This design comes from an exercise in tuning for small area on the open sky130 flow, not from production work.
At most, simulation tests tie the RTL to the original design; equivalence was not proved.
Function not checked in run 1: the RTL went through the layout flow alone.
Power is estimated from default activity; no workload was simulated.

<file path="design.v">
module rgb2ycbcr(
	input                       clk,rst_n,
	input[7:0]                  rgb_r,
	input[7:0]                  rgb_g,
	input[7:0]                  rgb_b,
	input                       rgb_de,
	output[7:0]                 ycbcr_y,
	output[7:0]                 ycbcr_cb,
	output[7:0]                 ycbcr_cr,
	output reg                  ycbcr_de
);
reg [7:0] r1, g1, b1;
always @(posedge clk) begin
	r1 <= rgb_r; g1 <= rgb_g; b1 <= rgb_b;
end
reg [8:0] e1;
reg [8:0] e2;
reg [4:0] y2_q;
reg [2:0] y2_h;
reg [0:0] y2_k;
reg [7:0] y3, cb3, cr3, y4, cb4, cr4;
wire i1 = ~g1[0];
wire s2, c2;
rgb2ycbcr_ha u2 (.a(b1[0]), .b(i1), .s(s2), .co(c2));
wire i3 = ~g1[1];
wire s4, c4;
rgb2ycbcr_fa u4 (.a(b1[1]), .b(i3), .c(c2), .s(s4), .co(c4));
wire i5 = ~g1[2];
wire s6, c6;
rgb2ycbcr_fa u6 (.a(b1[2]), .b(i5), .c(c4), .s(s6), .co(c6));
wire i7 = ~g1[3];
wire s8, c8;
rgb2ycbcr_fa u8 (.a(b1[3]), .b(i7), .c(c6), .s(s8), .co(c8));
wire i9 = ~g1[4];
wire s10, c10;
rgb2ycbcr_fa u10 (.a(b1[4]), .b(i9), .c(c8), .s(s10), .co(c10));
wire i11 = ~g1[5];
wire s12, c12;
rgb2ycbcr_fa u12 (.a(b1[5]), .b(i11), .c(c10), .s(s12), .co(c12));
wire i13 = ~g1[6];
wire s14, c14;
rgb2ycbcr_fa u14 (.a(b1[6]), .b(i13), .c(c12), .s(s14), .co(c14));
wire i15 = ~g1[7];
wire s16, c16;
rgb2ycbcr_fa u16 (.a(b1[7]), .b(i15), .c(c14), .s(s16), .co(c16));
wire s17, c17;
rgb2ycbcr_ha u17 (.a(r1[0]), .b(i1), .s(s17), .co(c17));
wire s18, c18;
rgb2ycbcr_fa u18 (.a(r1[1]), .b(i3), .c(c17), .s(s18), .co(c18));
wire s19, c19;
rgb2ycbcr_fa u19 (.a(r1[2]), .b(i5), .c(c18), .s(s19), .co(c19));
wire s20, c20;
rgb2ycbcr_fa u20 (.a(r1[3]), .b(i7), .c(c19), .s(s20), .co(c20));
wire s21, c21;
rgb2ycbcr_fa u21 (.a(r1[4]), .b(i9), .c(c20), .s(s21), .co(c21));
wire s22, c22;
rgb2ycbcr_fa u22 (.a(r1[5]), .b(i11), .c(c21), .s(s22), .co(c22));
wire s23, c23;
rgb2ycbcr_fa u23 (.a(r1[6]), .b(i13), .c(c22), .s(s23), .co(c23));
wire s24, c24;
rgb2ycbcr_fa u24 (.a(r1[7]), .b(i15), .c(c23), .s(s24), .co(c24));
wire c25 = r1[0]&b1[0];
wire c26;
rgb2ycbcr_maj u26 (.a(r1[1]), .b(b1[1]), .c(c25), .y(c26));
wire c27;
rgb2ycbcr_maj u27 (.a(r1[2]), .b(b1[2]), .c(c26), .y(c27));
wire s28, c28;
rgb2ycbcr_fa u28 (.a(r1[3]), .b(b1[0]), .c(b1[3]), .s(s28), .co(c28));
wire c29 = s28&c27;
wire s30, c30;
rgb2ycbcr_fa u30 (.a(r1[4]), .b(g1[0]), .c(b1[0]), .s(s30), .co(c30));
wire s31, c31;
rgb2ycbcr_fa u31 (.a(b1[1]), .b(b1[4]), .c(c28), .s(s31), .co(c31));
wire c32;
rgb2ycbcr_maj u32 (.a(s30), .b(s31), .c(c29), .y(c32));
wire s33, c33;
rgb2ycbcr_fa u33 (.a(r1[5]), .b(g1[1]), .c(b1[1]), .s(s33), .co(c33));
wire s34, c34;
rgb2ycbcr_fa u34 (.a(b1[2]), .b(b1[5]), .c(c30), .s(s34), .co(c34));
wire s35, c35;
rgb2ycbcr_fa u35 (.a(s33), .b(c31), .c(s34), .s(s35), .co(c35));
wire c36 = s35&c32;
wire s37, c37;
rgb2ycbcr_fa u37 (.a(r1[0]), .b(r1[6]), .c(g1[2]), .s(s37), .co(c37));
wire s38, c38;
rgb2ycbcr_fa u38 (.a(b1[2]), .b(b1[3]), .c(b1[6]), .s(s38), .co(c38));
wire s39, c39;
rgb2ycbcr_fa u39 (.a(c33), .b(s37), .c(s38), .s(s39), .co(c39));
wire s40, c40;
rgb2ycbcr_fa u40 (.a(c34), .b(s39), .c(c35), .s(s40), .co(c40));
wire c41 = s40&c36;
wire s42, c42;
rgb2ycbcr_xnor u42x (.a(r1[1]), .b(r1[7]), .y(s42));
rgb2ycbcr_or u42o (.a(r1[1]), .b(r1[7]), .y(c42));
wire s43, c43;
rgb2ycbcr_fa u43 (.a(g1[0]), .b(g1[3]), .c(b1[3]), .s(s43), .co(c43));
wire s44, c44;
rgb2ycbcr_fa u44 (.a(b1[4]), .b(b1[7]), .c(c37), .s(s44), .co(c44));
wire s45, c45;
rgb2ycbcr_fa u45 (.a(c38), .b(s42), .c(s43), .s(s45), .co(c45));
wire s46, c46;
rgb2ycbcr_fa u46 (.a(c39), .b(s44), .c(s45), .s(s46), .co(c46));
wire c47;
rgb2ycbcr_maj u47 (.a(s46), .b(c40), .c(c41), .y(c47));
wire s48, c48;
rgb2ycbcr_fa u48 (.a(r1[2]), .b(g1[1]), .c(g1[4]), .s(s48), .co(c48));
wire s49, c49;
rgb2ycbcr_fa u49 (.a(b1[4]), .b(b1[5]), .c(c42), .s(s49), .co(c49));
wire s50, c50;
rgb2ycbcr_fa u50 (.a(c43), .b(s48), .c(c44), .s(s50), .co(c50));
wire s51, c51;
rgb2ycbcr_fa u51 (.a(c45), .b(s49), .c(s50), .s(s51), .co(c51));
wire s52, c52;
rgb2ycbcr_fa u52 (.a(c46), .b(s51), .c(c47), .s(s52), .co(c52));
wire s53, c53;
rgb2ycbcr_fa u53 (.a(r1[3]), .b(g1[2]), .c(g1[5]), .s(s53), .co(c53));
wire s54, c54;
rgb2ycbcr_fa u54 (.a(b1[5]), .b(b1[6]), .c(c48), .s(s54), .co(c54));
wire s55, c55;
rgb2ycbcr_fa u55 (.a(s53), .b(c49), .c(s54), .s(s55), .co(c55));
wire s56, c56;
rgb2ycbcr_fa u56 (.a(c50), .b(s55), .c(c51), .s(s56), .co(c56));
wire s57, c57;
rgb2ycbcr_ha u57 (.a(s56), .b(c52), .s(s57), .co(c57));
wire s58, c58;
rgb2ycbcr_fa u58 (.a(r1[4]), .b(g1[3]), .c(g1[6]), .s(s58), .co(c58));
wire s59, c59;
rgb2ycbcr_fa u59 (.a(b1[6]), .b(b1[7]), .c(c53), .s(s59), .co(c59));
wire s60, c60;
rgb2ycbcr_fa u60 (.a(s58), .b(c54), .c(s59), .s(s60), .co(c60));
wire s61, c61;
rgb2ycbcr_fa u61 (.a(c55), .b(s60), .c(c56), .s(s61), .co(c61));
wire s62, c62;
rgb2ycbcr_ha u62 (.a(s61), .b(c57), .s(s62), .co(c62));
wire s63, c63;
rgb2ycbcr_fa u63 (.a(r1[5]), .b(g1[4]), .c(g1[7]), .s(s63), .co(c63));
wire s64, c64;
rgb2ycbcr_fa u64 (.a(b1[7]), .b(c58), .c(s63), .s(s64), .co(c64));
wire s65, c65;
rgb2ycbcr_fa u65 (.a(c59), .b(s64), .c(c60), .s(s65), .co(c65));
wire s66, c66;
rgb2ycbcr_fa u66 (.a(s65), .b(c61), .c(c62), .s(s66), .co(c66));
wire s67, c67;
rgb2ycbcr_xnor u67x (.a(r1[6]), .b(g1[5]), .y(s67));
rgb2ycbcr_or u67o (.a(r1[6]), .b(g1[5]), .y(c67));
wire s68, c68;
rgb2ycbcr_fa u68 (.a(c63), .b(s67), .c(c64), .s(s68), .co(c68));
wire s69, c69;
rgb2ycbcr_fa u69 (.a(s68), .b(c65), .c(c66), .s(s69), .co(c69));
wire s70, c70;
rgb2ycbcr_fa u70 (.a(r1[7]), .b(g1[6]), .c(c67), .s(s70), .co(c70));
wire s71, c71;
rgb2ycbcr_ha u71 (.a(s70), .b(c68), .s(s71), .co(c71));
wire s72, c72;
rgb2ycbcr_fa u72 (.a(g1[7]), .b(c70), .c(c71), .s(s72), .co(c72));
wire s73, c73;
rgb2ycbcr_ha u73 (.a(y2_h[0]), .b(y2_k[0]), .s(s73), .co(c73));
wire s74, c74;
rgb2ycbcr_ha u74 (.a(y2_h[1]), .b(c73), .s(s74), .co(c74));
wire s75, c75;
rgb2ycbcr_ha u75 (.a(y2_h[2]), .b(c74), .s(s75), .co(c75));
wire i76 = ~e2[0];
wire i77 = ~e2[1];
wire i78 = ~e2[2];
wire i79 = ~e1[0];
wire i80 = ~e2[3];
wire i81 = ~e1[1];
wire i82 = ~e2[4];
wire i83 = ~e1[2];
wire i84 = ~e2[5];
wire i85 = ~e1[3];
wire i86 = ~e2[6];
wire i87 = ~e1[4];
wire i88 = ~e2[7];
wire i89 = ~e1[5];
wire i90 = ~e2[8];
wire i91 = ~e1[6];
wire i92 = ~e1[7];
wire i93 = ~e1[8];
wire c94 = i76&i77;
wire c95;
rgb2ycbcr_maj u95 (.a(i77), .b(i78), .c(c94), .y(c95));
wire s96, c96;
rgb2ycbcr_fa u96 (.a(i79), .b(i78), .c(i80), .s(s96), .co(c96));
wire c97 = s96&c95;
wire s98, c98;
rgb2ycbcr_fa u98 (.a(i81), .b(i76), .c(i80), .s(s98), .co(c98));
wire s99, c99;
rgb2ycbcr_fa u99 (.a(i82), .b(c96), .c(s98), .s(s99), .co(c99));
wire c100 = c97&s99;
wire s101, c101;
rgb2ycbcr_fa u101 (.a(i83), .b(i77), .c(i82), .s(s101), .co(c101));
wire s102, c102;
rgb2ycbcr_fa u102 (.a(i84), .b(c98), .c(s101), .s(s102), .co(c102));
wire c103;
rgb2ycbcr_maj u103 (.a(c99), .b(s102), .c(c100), .y(c103));
wire s104, c104;
rgb2ycbcr_fa u104 (.a(e1[0]), .b(i85), .c(i78), .s(s104), .co(c104));
wire s105, c105;
rgb2ycbcr_fa u105 (.a(i84), .b(i86), .c(c101), .s(s105), .co(c105));
wire s106, c106;
rgb2ycbcr_fa u106 (.a(s104), .b(s105), .c(c102), .s(s106), .co(c106));
wire c107 = s106&c103;
wire s108, c108;
rgb2ycbcr_xnor u108x (.a(e1[1]), .b(i87), .y(s108));
rgb2ycbcr_or u108o (.a(e1[1]), .b(i87), .y(c108));
wire s109, c109;
rgb2ycbcr_fa u109 (.a(i80), .b(i86), .c(i88), .s(s109), .co(c109));
wire s110, c110;
rgb2ycbcr_fa u110 (.a(c104), .b(s108), .c(s109), .s(s110), .co(c110));
wire s111, c111;
rgb2ycbcr_fa u111 (.a(c105), .b(s110), .c(c106), .s(s111), .co(c111));
wire s112, c112;
rgb2ycbcr_ha u112 (.a(s111), .b(c107), .s(s112), .co(c112));
wire s113, c113;
rgb2ycbcr_xnor u113x (.a(e1[2]), .b(i89), .y(s113));
rgb2ycbcr_or u113o (.a(e1[2]), .b(i89), .y(c113));
wire s114, c114;
rgb2ycbcr_fa u114 (.a(i82), .b(i88), .c(i90), .s(s114), .co(c114));
wire s115, c115;
rgb2ycbcr_fa u115 (.a(c108), .b(c109), .c(s113), .s(s115), .co(c115));
wire s116, c116;
rgb2ycbcr_fa u116 (.a(s114), .b(c110), .c(s115), .s(s116), .co(c116));
wire s117, c117;
rgb2ycbcr_fa u117 (.a(s116), .b(c111), .c(c112), .s(s117), .co(c117));
wire s118, c118;
rgb2ycbcr_fa u118 (.a(e1[3]), .b(i91), .c(i84), .s(s118), .co(c118));
wire s119, c119;
rgb2ycbcr_fa u119 (.a(i90), .b(c113), .c(c114), .s(s119), .co(c119));
wire s120, c120;
rgb2ycbcr_fa u120 (.a(s118), .b(s119), .c(c115), .s(s120), .co(c120));
wire s121, c121;
rgb2ycbcr_fa u121 (.a(c116), .b(s120), .c(c117), .s(s121), .co(c121));
wire s122, c122;
rgb2ycbcr_xnor u122x (.a(e1[4]), .b(i92), .y(s122));
rgb2ycbcr_or u122o (.a(e1[4]), .b(i92), .y(c122));
wire s123, c123;
rgb2ycbcr_fa u123 (.a(i86), .b(c118), .c(s122), .s(s123), .co(c123));
wire s124, c124;
rgb2ycbcr_fa u124 (.a(c119), .b(s123), .c(c120), .s(s124), .co(c124));
wire s125, c125;
rgb2ycbcr_ha u125 (.a(s124), .b(c121), .s(s125), .co(c125));
wire s126, c126;
rgb2ycbcr_fa u126 (.a(e1[5]), .b(i93), .c(i88), .s(s126), .co(c126));
wire s127, c127;
rgb2ycbcr_fa u127 (.a(c122), .b(s126), .c(c123), .s(s127), .co(c127));
wire s128, c128;
rgb2ycbcr_fa u128 (.a(s127), .b(c124), .c(c125), .s(s128), .co(c128));
wire s129, c129;
rgb2ycbcr_fa u129 (.a(e1[6]), .b(i90), .c(c126), .s(s129), .co(c129));
wire s130, c130;
rgb2ycbcr_fa u130 (.a(s129), .b(c127), .c(c128), .s(s130), .co(c130));
wire s131, c131;
rgb2ycbcr_xnor u131x (.a(e1[7]), .b(c129), .y(s131));
rgb2ycbcr_or u131o (.a(e1[7]), .b(c129), .y(c131));
wire s132, c132;
rgb2ycbcr_ha u132 (.a(s131), .b(c130), .s(s132), .co(c132));
wire s133, c133;
rgb2ycbcr_xnor u133x (.a(e1[8]), .b(c131), .y(s133));
rgb2ycbcr_or u133o (.a(e1[8]), .b(c131), .y(c133));
wire s134, c134;
rgb2ycbcr_ha u134 (.a(s133), .b(c132), .s(s134), .co(c134));
wire c135;
rgb2ycbcr_maj u135 (.a(i76), .b(i79), .c(i85), .y(c135));
wire s136, c136;
rgb2ycbcr_fa u136 (.a(i77), .b(i81), .c(i87), .s(s136), .co(c136));
wire c137 = c135&s136;
wire s138, c138;
rgb2ycbcr_fa u138 (.a(i78), .b(i83), .c(i89), .s(s138), .co(c138));
wire c139;
rgb2ycbcr_maj u139 (.a(c136), .b(s138), .c(c137), .y(c139));
wire s140, c140;
rgb2ycbcr_fa u140 (.a(e2[0]), .b(i80), .c(i85), .s(s140), .co(c140));
wire s141, c141;
rgb2ycbcr_fa u141 (.a(i91), .b(c138), .c(s140), .s(s141), .co(c141));
wire c142 = s141&c139;
wire s143, c143;
rgb2ycbcr_xnor u143x (.a(e2[1]), .b(i82), .y(s143));
rgb2ycbcr_or u143o (.a(e2[1]), .b(i82), .y(c143));
wire s144, c144;
rgb2ycbcr_fa u144 (.a(i87), .b(i92), .c(c140), .s(s144), .co(c144));
wire s145, c145;
rgb2ycbcr_fa u145 (.a(s143), .b(s144), .c(c141), .s(s145), .co(c145));
wire s146, c146;
rgb2ycbcr_ha u146 (.a(c142), .b(s145), .s(s146), .co(c146));
wire s147, c147;
rgb2ycbcr_xnor u147x (.a(e2[2]), .b(i84), .y(s147));
rgb2ycbcr_or u147o (.a(e2[2]), .b(i84), .y(c147));
wire s148, c148;
rgb2ycbcr_fa u148 (.a(i89), .b(i93), .c(c143), .s(s148), .co(c148));
wire s149, c149;
rgb2ycbcr_fa u149 (.a(s147), .b(c144), .c(s148), .s(s149), .co(c149));
wire s150, c150;
rgb2ycbcr_fa u150 (.a(c145), .b(s149), .c(c146), .s(s150), .co(c150));
wire s151, c151;
rgb2ycbcr_xnor u151x (.a(e2[3]), .b(i86), .y(s151));
rgb2ycbcr_or u151o (.a(e2[3]), .b(i86), .y(c151));
wire s152, c152;
rgb2ycbcr_fa u152 (.a(i91), .b(c147), .c(s151), .s(s152), .co(c152));
wire s153, c153;
rgb2ycbcr_fa u153 (.a(c148), .b(s152), .c(c149), .s(s153), .co(c153));
wire s154, c154;
rgb2ycbcr_ha u154 (.a(s153), .b(c150), .s(s154), .co(c154));
wire s155, c155;
rgb2ycbcr_xnor u155x (.a(e2[4]), .b(i88), .y(s155));
rgb2ycbcr_or u155o (.a(e2[4]), .b(i88), .y(c155));
wire s156, c156;
rgb2ycbcr_fa u156 (.a(i92), .b(c151), .c(s155), .s(s156), .co(c156));
wire s157, c157;
rgb2ycbcr_fa u157 (.a(c152), .b(s156), .c(c153), .s(s157), .co(c157));
wire s158, c158;
rgb2ycbcr_ha u158 (.a(s157), .b(c154), .s(s158), .co(c158));
wire s159, c159;
rgb2ycbcr_xnor u159x (.a(e2[5]), .b(i90), .y(s159));
rgb2ycbcr_or u159o (.a(e2[5]), .b(i90), .y(c159));
wire s160, c160;
rgb2ycbcr_fa u160 (.a(i93), .b(c155), .c(s159), .s(s160), .co(c160));
wire s161, c161;
rgb2ycbcr_fa u161 (.a(c156), .b(s160), .c(c157), .s(s161), .co(c161));
wire s162, c162;
rgb2ycbcr_ha u162 (.a(c158), .b(s161), .s(s162), .co(c162));
wire s163, c163;
rgb2ycbcr_fa u163 (.a(e2[6]), .b(c159), .c(c160), .s(s163), .co(c163));
wire s164, c164;
rgb2ycbcr_fa u164 (.a(s163), .b(c161), .c(c162), .s(s164), .co(c164));
wire s165, c165;
rgb2ycbcr_xnor u165x (.a(e2[7]), .b(c163), .y(s165));
rgb2ycbcr_or u165o (.a(e2[7]), .b(c163), .y(c165));
wire s166, c166;
rgb2ycbcr_ha u166 (.a(s165), .b(c164), .s(s166), .co(c166));
wire s167, c167;
rgb2ycbcr_xnor u167x (.a(e2[8]), .b(c165), .y(s167));
rgb2ycbcr_or u167o (.a(e2[8]), .b(c165), .y(c167));
wire s168, c168;
rgb2ycbcr_ha u168 (.a(s167), .b(c166), .s(s168), .co(c168));
always @(posedge clk) begin
	e1[0] <= s2;
	e1[1] <= s4;
	e1[2] <= s6;
	e1[3] <= s8;
	e1[4] <= s10;
	e1[5] <= s12;
	e1[6] <= s14;
	e1[7] <= s16;
	e1[8] <= c16;
	e2[0] <= s17;
	e2[1] <= s18;
	e2[2] <= s19;
	e2[3] <= s20;
	e2[4] <= s21;
	e2[5] <= s22;
	e2[6] <= s23;
	e2[7] <= s24;
	e2[8] <= c24;
	y2_q[0] <= s52;
	y2_q[1] <= s57;
	y2_q[2] <= s62;
	y2_q[3] <= s66;
	y2_q[4] <= s69;
	y2_h[0] <= s71;
	y2_h[1] <= s72;
	y2_h[2] <= c72;
	y2_k[0] <= c69;
end
wire [7:0] y_d = {s75,s74,s73,y2_q[4],y2_q[3],y2_q[2],y2_q[1],y2_q[0]};
wire [7:0] cb_d = {s134,s132,s130,s128,s125,s121,s117,s112};
wire [7:0] cr_d = {s168,s166,s164,s162,s158,s154,s150,s146};
always @(posedge clk) begin
	y3 <= y_d;  cb3 <= cb_d;  cr3 <= cr_d;
	y4 <= y3;   cb4 <= cb3;   cr4 <= cr3;
end
assign ycbcr_y = y4;
assign ycbcr_cb = cb4;
assign ycbcr_cr = cr4;
reg de1, de2, de3;
always @(posedge clk or negedge rst_n) begin
	if (!rst_n) begin
		de1 <= 1'b0; de2 <= 1'b0; de3 <= 1'b0; ycbcr_de <= 1'b0;
	end else begin
		de1 <= rgb_de; de2 <= de1; de3 <= de2; ycbcr_de <= de3;
	end
end
endmodule
module rgb2ycbcr_fa(input a, input b, input c, output s, output co);
	assign s = a ^ b ^ c;
	assign co = (a & b) | (a & c) | (b & c);
endmodule
module rgb2ycbcr_ha(input a, input b, output s, output co);
	assign s = a ^ b;
	assign co = a & b;
endmodule
module rgb2ycbcr_maj(input a, input b, input c, output y);
	assign y = (a & b) | (a & c) | (b & c);
endmodule
module rgb2ycbcr_xnor(input a, input b, output y);
	assign y = ~(a ^ b);
endmodule
module rgb2ycbcr_or(input a, input b, output y);
	assign y = a | b;
endmodule
</file>
<file path="flow/run.sh">
#!/bin/bash
# The standard layout, with two changes: each port is buffered by the
# smallest buffer cell, and the clock tree uses small buffers without dummy loads.
set -euo pipefail
export BUFFER_PORTS_ARGS="-buffer_cell sky130_fd_sc_hd__buf_1"
export CTS_ARGS='-sink_clustering_enable -repair_clock_nets -buf_list {sky130_fd_sc_hd__clkbuf_2 sky130_fd_sc_hd__clkbuf_4 sky130_fd_sc_hd__clkbuf_8} -sink_clustering_size 16 -dont_use_dummy_load'
bash standard.sh finish > standard_flow.log 2>&1
</file>
<file path="standard.sh">
#!/bin/bash
# synth_recipe.tcl (not shown) runs the flow's synth.tcl, then flattens the netlist and writes it again
# the make line also repeats each setting of config.mk as NAME=value (left out here)
make -C /OpenROAD-flow-scripts/flow DESIGN_CONFIG=/design/flow/config.mk WORK_HOME=/design/flow/orfs CLKGATE_MAP_FILE= SYNTH_SCRIPT=/design/flow/synth_recipe.tcl "${@:-finish}"
</file>
<file path="config.mk">
export PLATFORM = sky130hd
export DESIGN_NAME = rgb2ycbcr
export DESIGN_NICKNAME = rgb2ycbcr
export VERILOG_FILES = /design/flow/design.v
export SDC_FILE = /design/flow/constraint.sdc
export NUM_CORES = 4
export LEC_CHECK = 0
export CAP_MARGIN = 20
export CORE_MARGIN = 2
export CORE_UTILIZATION = 40
export SLEW_MARGIN = 20
export SYNTH_HIERARCHICAL = 1
</file>
<file path="constraint.sdc">
create_clock -name core_clock -period 5.0 [get_ports {clk}]
set_input_delay 1.0000 -clock core_clock [delete_from_list [all_inputs] [get_ports {clk}]]
set_output_delay 1.0000 -clock core_clock [all_outputs]
set_load 0.01 [all_outputs]
</file>
==> results.py, run 1 <==
metrics = {
    "sta": {
        "maxSlewHeadroom_pct": 76.1,
        "clock.fmax_mhz": 210,
        "max_slew.worst_pin.slew_ns": 0.358,
        "clock_skew_ns": 0.0293,
        "finalCriticalPeriod_ns": 4.76,
        "setup_viol": 0,
        "rsz0062_at_grt": "false",
        "period_share_pct": 95.1,
        "setup-tns-final_ns": 0,
        "hold_viol": 0,
        "timing.final.max_slew_violations": 0,
    },
    "synth": {
        "netlist_top_cells_area": "dfxtp_1 43%, fa_1 40%, ha_1 4.9%, xnor2_1 2.7%, dfrtp_1 2.2%",
        "ys_seq_elements": 103,
        "synth-edff-count": 0,
        "yosysUniqueCellTypes": 11,
        "syn-cell-area_um2": 4580,
        "synth_cells": 281,
        "synth_flop_cell": "dfxtp_1",
        "syn_nets": 418,
        "syn_avg_cell_area_um2": 16.3,
        "synth_top_area_share_pct": 43.3,
        "yosysMostFrequentCell": "dfxtp_1",
        "async_reset_ff_share_pct": 3.88,
        "yosys_warnings": 7,
        "synthTopCellsByCount": "99 x dfxtp_1, 92 x fa_1, 26 x inv_1",
        "yosysTopAreaCell": "dfxtp_1",
        "ys_seq_area_share_pct": 45.4,
    },
    "routing": {
        "dr_wl_met3_um": 254,
        "wl_met1_um": 3110,
        "routed.top_layer": "met4",
        "wl_per_cell_um": 14.0,
        "drc": 0,
        "vias": 2074,
        "dr_wl_met2_um": 3240,
        "drtIter0Drc": 48,
        "viasPerCell": 4.29,
        "route.final.wire_length_um": 6770,
        "ant_nets": 0,
        "dr.pass1.iters": 4,
    },
    "grt": {
        "globalRouteOverflowTotal": 0,
        "grt_pass1_vias": 2514,
        "grt_max_degree": 18,
        "antenna_found_initial": 0,
        "grt_usage_pct": 13.1,
        "grt_pass1_wl_um": 12100,
    },
    "setup_path": {
        "r2r_slack_ns": 0.24,
        "rr_startpoint": "e2[1]",
        "r2r_cells": 13,
        "critPathLaunch": "e2[1]",
        "path_cells": "inv_1, fa_1, fa_1, fa_1, fa_1, ha_1, fa_1, fa_1, ha_1, fa_1, fa_1, ha_1, ha_1",
        "critPathLaunchType": "flop",
        "end_kind": "flop",
        "crit_type": "flop to flop",
        "crit_fanout": 4,
        "reg2reg_to": "cb3[7]",
        "endpoint": "cb3[7]",
        "cp_data_arrival_time_ns": 5.00,
        "max_stage_delay_ns": 0.46,
        "worst_path_most_repeated_cell": "fa_1",
        "crit_required_ns": 5.24,
        "critPathSlowestCell": "fa_1",
    },
    "floorplan": {
        "io_pins": 52,
        "core_um2": 11300,
        "die_h_um": 111,
        "die_w_um": 111,
        "die_area_um2": 12300,
        "start_util_pct": 40.5,
        "row_count": 39,
    },
    "finish": {
        "post-route-util_pct": 44.8,
        "num-nets-final": 480,
        "seq_area_um2": 2080,
        "fin_area_um2": 5080,
        "nFillCells": 1051,
        "multi_input_area_um2": 2400,
        "drive_above_1_share_pct": 4.99,
        "n_antenna_cell": 0,
        "syn2layout_area_growth_pct": 10.8,
    },
    "hold_path": {
        "worstHoldPathCells": 0,
        "min_path_type": "flop to flop",
        "holdCritStartpoint": "cr3[0]",
    },
    "placed_design": {
        "routabilityCongestion": 0.770,
        "hpwl_um": 5740,
        "placedInstanceArea_um2": 4950,
        "port_buffers": 51,
    },
    "flow_run": {
        "cap_violations": 0,
    },
    "clock_network": {
        "clkLatencyLatePin_ns": 0.36,
        "clkSinkCount": 103,
        "clockRootBuffer": "clkbuf_8",
        "cts_buffer_depth": 2,
        "clk_pin_slew_worst_paths_ns": 0.08,
        "cts_tree": "built",
        "ctsHoldBuffers": 0,
        "postCtsSetupRepairBufs": 0,
        "htreeDepth": 3,
        "cts_buffers": 9,
        "cts_resized": 0,
    },
    "power": {
        "power.ir.vdd_worst_mv": 0.219,
        "powerDensity_nw_per_um2": 569,
        "power_leakage_nw": 2.07,
    },
    "outcome": {
        "status": "no timing/DRC/antenna violations",
    },
}
[logic make-up (layout without fill, tap and decap cells)]
kind of cell | after synthesis | after routing | share of synthesized area (%)
xor+xnor | 14 | 14 | 2.68
fa+ha+maj | 118 | 118 | 47.1
buf+inv | 26 | 86 | 2.13
flops | 103 | 103 | 45.4
simple gates | 20 | 20 | 2.68
[sequential cells by signal (all words and copies together), names as in the netlist]
signal,flops
cr4,8
de2,1
de1,1
cb3,8
r1,8
y2_h,3
b1,8
y3,8
y2_k,1
ycbcr_de,1
y2_q,5
e2,9
cr3,8
de3,1
g1,8
y4,8
e1,9
cb4,8
[where the power goes]
group	switching [mW]	total (mW)	internal, mW
clock	0.237	0.399	0.162
sequential	0.0962	1.23	1.13
combinational	0.662	1.26	0.594
total	0.996	2.89	1.89
[cell type report]
class                   instances  share of cell area, %
repair buffers                 51                   3.77
well taps                     143                   3.52
multi-input cells             152                   47.3
flip-flops and latches        103                   41.0
clock buffers                   9                   2.44
inverters                      26                   1.92
[stage by stage]
step	hold WS [ns]	total power, mW	cells	worst slack (ns)
finish	0.326	2.89	484	0.243
detailed placement	0.312	2.55	475	0.222
floorplan	0.310	2.12	281	0.415
global route	0.339	3.25	484	0.0188
global placement	0.311	2.53	475	0.297
CTS	0.327	2.96	484	0.186
[Yosys stat by module (local to each module, per instance)]
module	cell area, µm²	cells
rgb2ycbcr_xnor	8.76	1
rgb2ycbcr	2230	137
rgb2ycbcr_or	6.26	1
rgb2ycbcr_ha	12.5	1
rgb2ycbcr_fa	20.0	1
rgb2ycbcr_maj	11.3	1
[worst min-delay path by stage]
stage,endpoint,slack (ns)
global placement,y4[4],0.31
CTS,cr4[0],0.33
floorplan,cb4[0],0.31
global route,cr4[4],0.34
detailed placement,cr4[0],0.31
finish,cr4[0],0.33
[placed cells by master, fill, tap and decap left out, drive strengths merged]
master,netlist,final
and2,5,5
and3,2,2
buf,0,51
clkbuf,0,9
dfrtp,4,4
dfxtp,99,99
fa,92,92
ha,18,18
inv,26,26
maj3,8,8
nor2,1,1
or2,12,12
xnor2,14,14
[worst max-delay path, delay by kind of cell, from the launching register on]
family | cells | cell delay, ns
adders and majority gates | 12 | 4.15
DFF | 1 | 0.39
buffers and inverters | 1 | 0.12
[layer usage]
| metal | global-route usage [%] | vias to the layer above |
|---|---|---|
| met1 | 17.6 | 1059 |
| met3 | 2.90 | 11 |
| met5 | 0 | - |
| met2 | 20.5 | 39 |
| met4 | 5.93 | 0 |
| li1 | - | 965 |
==> run 2, diff against run 1 <==
--- a/design.v
+++ b/design.v
@@ -61,8 +61,6 @@
 rgb2ycbcr_fa u24 (.a(r1[7]), .b(i15), .c(c23), .s(s24), .co(c24));
 wire c25 = r1[0]&b1[0];
-wire c26;
-rgb2ycbcr_maj u26 (.a(r1[1]), .b(b1[1]), .c(c25), .y(c26));
-wire c27;
-rgb2ycbcr_maj u27 (.a(r1[2]), .b(b1[2]), .c(c26), .y(c27));
+wire c26 = (r1[1]&b1[1])|(r1[1]&c25)|(b1[1]&c25);
+wire c27 = (r1[2]&b1[2])|(r1[2]&c26)|(b1[2]&c26);
 wire s28, c28;
 rgb2ycbcr_fa u28 (.a(r1[3]), .b(b1[0]), .c(b1[3]), .s(s28), .co(c28));
@@ -72,6 +70,5 @@
 wire s31, c31;
 rgb2ycbcr_fa u31 (.a(b1[1]), .b(b1[4]), .c(c28), .s(s31), .co(c31));
-wire c32;
-rgb2ycbcr_maj u32 (.a(s30), .b(s31), .c(c29), .y(c32));
+wire c32 = (s30&s31)|(s30&c29)|(s31&c29);
 wire s33, c33;
 rgb2ycbcr_fa u33 (.a(r1[5]), .b(g1[1]), .c(b1[1]), .s(s33), .co(c33));
@@ -101,6 +98,5 @@
 wire s46, c46;
 rgb2ycbcr_fa u46 (.a(c39), .b(s44), .c(s45), .s(s46), .co(c46));
-wire c47;
-rgb2ycbcr_maj u47 (.a(s46), .b(c40), .c(c41), .y(c47));
+wire c47 = (s46&c40)|(s46&c41)|(c40&c41);
 wire s48, c48;
 rgb2ycbcr_fa u48 (.a(r1[2]), .b(g1[1]), .c(g1[4]), .s(s48), .co(c48));
@@ -179,6 +175,5 @@
 wire i93 = ~e1[8];
 wire c94 = i76&i77;
-wire c95;
-rgb2ycbcr_maj u95 (.a(i77), .b(i78), .c(c94), .y(c95));
+wire c95 = (i77&i78)|(i77&c94)|(i78&c94);
 wire s96, c96;
 rgb2ycbcr_fa u96 (.a(i79), .b(i78), .c(i80), .s(s96), .co(c96));
@@ -193,6 +188,5 @@
 wire s102, c102;
 rgb2ycbcr_fa u102 (.a(i84), .b(c98), .c(s101), .s(s102), .co(c102));
-wire c103;
-rgb2ycbcr_maj u103 (.a(c99), .b(s102), .c(c100), .y(c103));
+wire c103 = (c99&s102)|(c99&c100)|(s102&c100);
 wire s104, c104;
 rgb2ycbcr_fa u104 (.a(e1[0]), .b(i85), .c(i78), .s(s104), .co(c104));
@@ -261,6 +255,5 @@
 wire s134, c134;
 rgb2ycbcr_ha u134 (.a(s133), .b(c132), .s(s134), .co(c134));
-wire c135;
-rgb2ycbcr_maj u135 (.a(i76), .b(i79), .c(i85), .y(c135));
+wire c135 = (i76&i79)|(i76&i85)|(i79&i85);
 wire s136, c136;
 rgb2ycbcr_fa u136 (.a(i77), .b(i81), .c(i87), .s(s136), .co(c136));
@@ -268,6 +261,5 @@
 wire s138, c138;
 rgb2ycbcr_fa u138 (.a(i78), .b(i83), .c(i89), .s(s138), .co(c138));
-wire c139;
-rgb2ycbcr_maj u139 (.a(c136), .b(s138), .c(c137), .y(c139));
+wire c139 = (c136&s138)|(c136&c137)|(s138&c137);
 wire s140, c140;
 rgb2ycbcr_fa u140 (.a(e2[0]), .b(i80), .c(i85), .s(s140), .co(c140));
@@ -390,7 +382,4 @@
 	assign co = a & b;
 endmodule
-module rgb2ycbcr_maj(input a, input b, input c, output y);
-	assign y = (a & b) | (a & c) | (b & c);
-endmodule
 module rgb2ycbcr_xnor(input a, input b, output y);
 	assign y = ~(a ^ b);
==> results.py, run 2 <==
metrics = {
    "setup_path": {
        "r2r_cells": 13,
        "critPathLaunchType": "flop",
        "r2r_slack_ns": 0.22,
        "critPathBufInv": 1,
        "worst_path_most_repeated_cell": "fa_1",
        "path_cells": "inv_1, fa_1, fa_1, fa_1, fa_1, ha_1, fa_1, fa_1, ha_1, fa_1, fa_1, ha_1, ha_1",
        "max_stage_delay_ns": 0.47,
        "rr_startpoint": "e2[1]",
        "crit_fanout": 4,
        "cpLargestDelayFamily": "adder cells",
        "critPathSlowestCell": "fa_1",
        "cp_data_arrival_time_ns": 5.02,
        "crit_type": "flop to flop",
        "end_kind": "flop",
        "crit_required_ns": 5.24,
        "reg2reg_to": "cb3[7]",
    },
    "sta": {
        "maxSlewHeadroom_pct": 75.5,
        "setup-tns-final_ns": 0,
        "period_share_pct": 95.5,
        "hold_viol": 0,
        "max_slew.worst_pin.slew_ns": 0.359,
        "clock.fmax_mhz": 209,
        "finalCriticalPeriod_ns": 4.78,
        "clock_skew_ns": 0.0332,
        "setup_viol": 0,
        "timing.final.max_slew_violations": 0,
        "rsz0062_at_grt": "false",
    },
    "finish": {
        "multi_input_area_um2": 2400,
        "nFillCells": 1035,
        "final_common_cell": "dfxtp_1",
        "seq_area_um2": 2080,
        "n_antenna_cell": 0,
        "mostFrequentLayoutCells": "99 x dfxtp_1, 92 x fa_1, 51 x buf_1",
        "top_regs": "e1: 9 flops, e2: 9 flops",
        "num-nets-final": 485,
        "syn2layout_area_growth_pct": 10.8,
        "drive_above_1_share_pct": 3.76,
        "fin_area_um2": 5080,
    },
    "floorplan": {
        "die_w_um": 111,
        "core_um2": 11300,
        "die_h_um": 111,
        "die_area_um2": 12300,
        "row_count": 39,
        "io_pins": 52,
        "start_util_pct": 40.5,
    },
    "clock_network": {
        "htreeDepth": 3,
        "postCtsSetupRepairBufs": 0,
        "clkSinkCount": 103,
        "clockRootBuffer": "clkbuf_8",
        "cts_buffers": 9,
        "cts_buffer_depth": 2,
        "clkLatencyLatePin_ns": 0.39,
        "clk_pin_slew_worst_paths_ns": 0.09,
        "ctsHoldBuffers": 0,
        "cts_tree": "built",
    },
    "flow_run": {
        "cap_violations": 0,
    },
    "routing": {
        "dr.pass1.iters": 4,
        "viasPerCell": 4.42,
        "wl_per_cell_um": 14.5,
        "drc": 0,
        "vias": 2162,
        "ant_nets": 0,
        "route.final.wire_length_um": 7090,
        "drtIter0Drc": 51,
    },
    "outcome": {
        "status": "no timing/DRC/antenna violations",
    },
    "grt": {
        "grt_usage_pct": 13.7,
        "antenna_found_initial": 0,
        "grt_pass1_vias": 2621,
        "globalRouteOverflowTotal": 0,
        "grt_pass1_wl_um": 12500,
        "grt_max_degree": 19,
    },
    "synth": {
        "async_reset_ff_share_pct": 3.88,
        "netlist_top_cells_area": "dfxtp_1 43%, fa_1 40%, ha_1 4.9%, xnor2_1 2.7%, inv_1 2.3%",
        "ys_seq_area_share_pct": 45.4,
        "synth_flop_cell": "dfxtp_1",
        "syn-cell-area_um2": 4590,
        "ys_seq_elements": 103,
        "yosysUniqueCellTypes": 23,
        "synth_cells": 286,
        "syn_avg_cell_area_um2": 16.0,
        "yosysMostFrequentCell": "dfxtp_1",
        "yosysTopAreaCell": "dfxtp_1",
        "synth-edff-count": 0,
        "yosys_warnings": 7,
        "syn_nets": 423,
        "synthTopCellsByCount": "99 x dfxtp_1, 92 x fa_1, 28 x inv_1",
        "synth_top_area_share_pct": 43.2,
    },
    "hold_path": {
        "min_to": "cr4[2]",
        "worstHoldPathCells": 0,
        "min_path_type": "flop to flop",
        "holdCritStartpoint": "cr3[2]",
    },
    "placed_design": {
        "routabilityCongestion": 0.884,
        "hpwl_um": 6050,
        "placedInstanceArea_um2": 4960,
        "port_buffers": 51,
    },
    "power": {
        "power_leakage_nw": 2.07,
        "power.ir.vdd_worst_mv": 0.297,
        "powerDensity_nw_per_um2": 563,
    },
}
## run 2: per-layer routing
| layer | track usage, % | wire length, µm | vias up | part of all wire, % |
|---|---|---|---|---|
| li1 | - | - | 998 | - |
| met1 | 16.2 | 2940 | 1093 | 42 |
| met2 | 22.9 | 3620 | 56 | 51 |
| met3 | 3.94 | 317 | 15 | 4.5 |
| met4 | 6.58 | 200 | 0 | 2.8 |
| met5 | 0 | 0 | - | 0 |
## run 2: what timing repair did
action,4_1_cts,5_1_grt
endpoints found under the setup margin,0,1
resized for setup,0,1
endpoints found under the hold margin,0,0
## run 2: kinds of logic after synthesis
| family | share of synthesized area [%] |
|---|---|
| xor gates and xnor gates | 2.67 |
| adders and majority gates | 45.3 |
| and+or+nand+nor | 2.45 |
| buffers and inverters | 2.29 |
| AOI/OAI and AO/OA | 1.91 |
| DFF | 45.4 |
## run 2: metrics by stage
step | power, mW | hold WS (ns) | worst slack, ns | cells | util (%)
4_1_cts | 2.95 | 0.330 | 0.157 | 489 | 44.9
2_1_floorplan | 2.13 | 0.310 | 0.426 | 286 | -
5_1_grt | 3.22 | 0.334 | 0.0356 | 489 | 44.9
3_5_place_dp | 2.52 | 0.312 | 0.209 | 480 | 43.8
3_3_place_gp | 2.49 | 0.311 | 0.308 | 480 | 43.8
6_report | 2.86 | 0.327 | 0.224 | 489 | 44.9
## run 2: power breakdown
group	internal [mW]	switching (mW)	total, mW	leakage (nW)
Clock	0.162	0.238	0.399	0.0647
Sequential	1.14	0.0997	1.24	0.882
Combinational	0.574	0.654	1.23	1.12
## run 2: worst register-to-register path, delay by kind of cell (launching register included)
kind | cells | cell delay (ns)
fa+ha+maj | 12 | 4.15
flops | 1 | 0.38
buf+inv | 1 | 0.11
## run 2: worst max path at each step
stage	start	to	slack [ns]	cells after the start
after CTS	e2[4]	cb3[7]	0.16	13
after detailed placement	e2[4]	cb3[7]	0.21	13
final	e2[1]	cb3[7]	0.22	13
after floorplan	e1[2]	cb3[7]	0.43	13
after global placement	e2[4]	cb3[7]	0.31	13
after global routing	e2[1]	cb3[7]	0.04	13
## run 2: per-module statistics from Yosys, one instance, submodules excluded
module          flops+latches  area [µm²]  copies in the design
rgb2ycbcr_ha                0        12.5                    18
rgb2ycbcr_xnor              0        8.76                    14
rgb2ycbcr                 103        2320                     1
rgb2ycbcr_or                0        6.26                    12
rgb2ycbcr_fa                0        20.0                    92
## run 2: area by class of cell
cell class | instances | share of cell area, %
Tap cell | 143 | 3.52
Sequential cell | 103 | 41.0
Clock buffer | 9 | 2.44
Multi-Input combinational cell | 155 | 47.2
Timing Repair Buffer | 51 | 3.77
Inverter | 28 | 2.07

==> separate check: timing with driven ports <==
In the flow no input, the clock included, has a driving cell. The finished layouts below were timed again as built, in two steps.
Step 1 (the two cells are an assumption about what drives the block):
set clk [get_ports {clk}]
set_driving_cell -lib_cell sky130_fd_sc_hd__clkbuf_16 $clk
set_driving_cell -lib_cell sky130_fd_sc_hd__buf_2 [delete_from_list [all_inputs] $clk]
Step 2 times the ports against the registers' clock, not the clock port: input delays grow and output delays shrink by t, the midpoint of the rising clock arrivals with the driver on.
Three values: no drivers, after step 1, after step 2; two values: the first two.
run	shift t [ns]	setup WS [ns]	clock arrival spread, ns	slew at the worst register clock pin (ns)	cell pins on the clock port's net
run 1	0.385	0.243 / 0.243 / 0.243	0.032 / 0.031	0.10 / 0.10	1
run 2	0.400	0.224 / 0.224 / 0.224	0.034 / 0.033	0.10 / 0.10	1
After both steps every run listed still meets setup and hold.
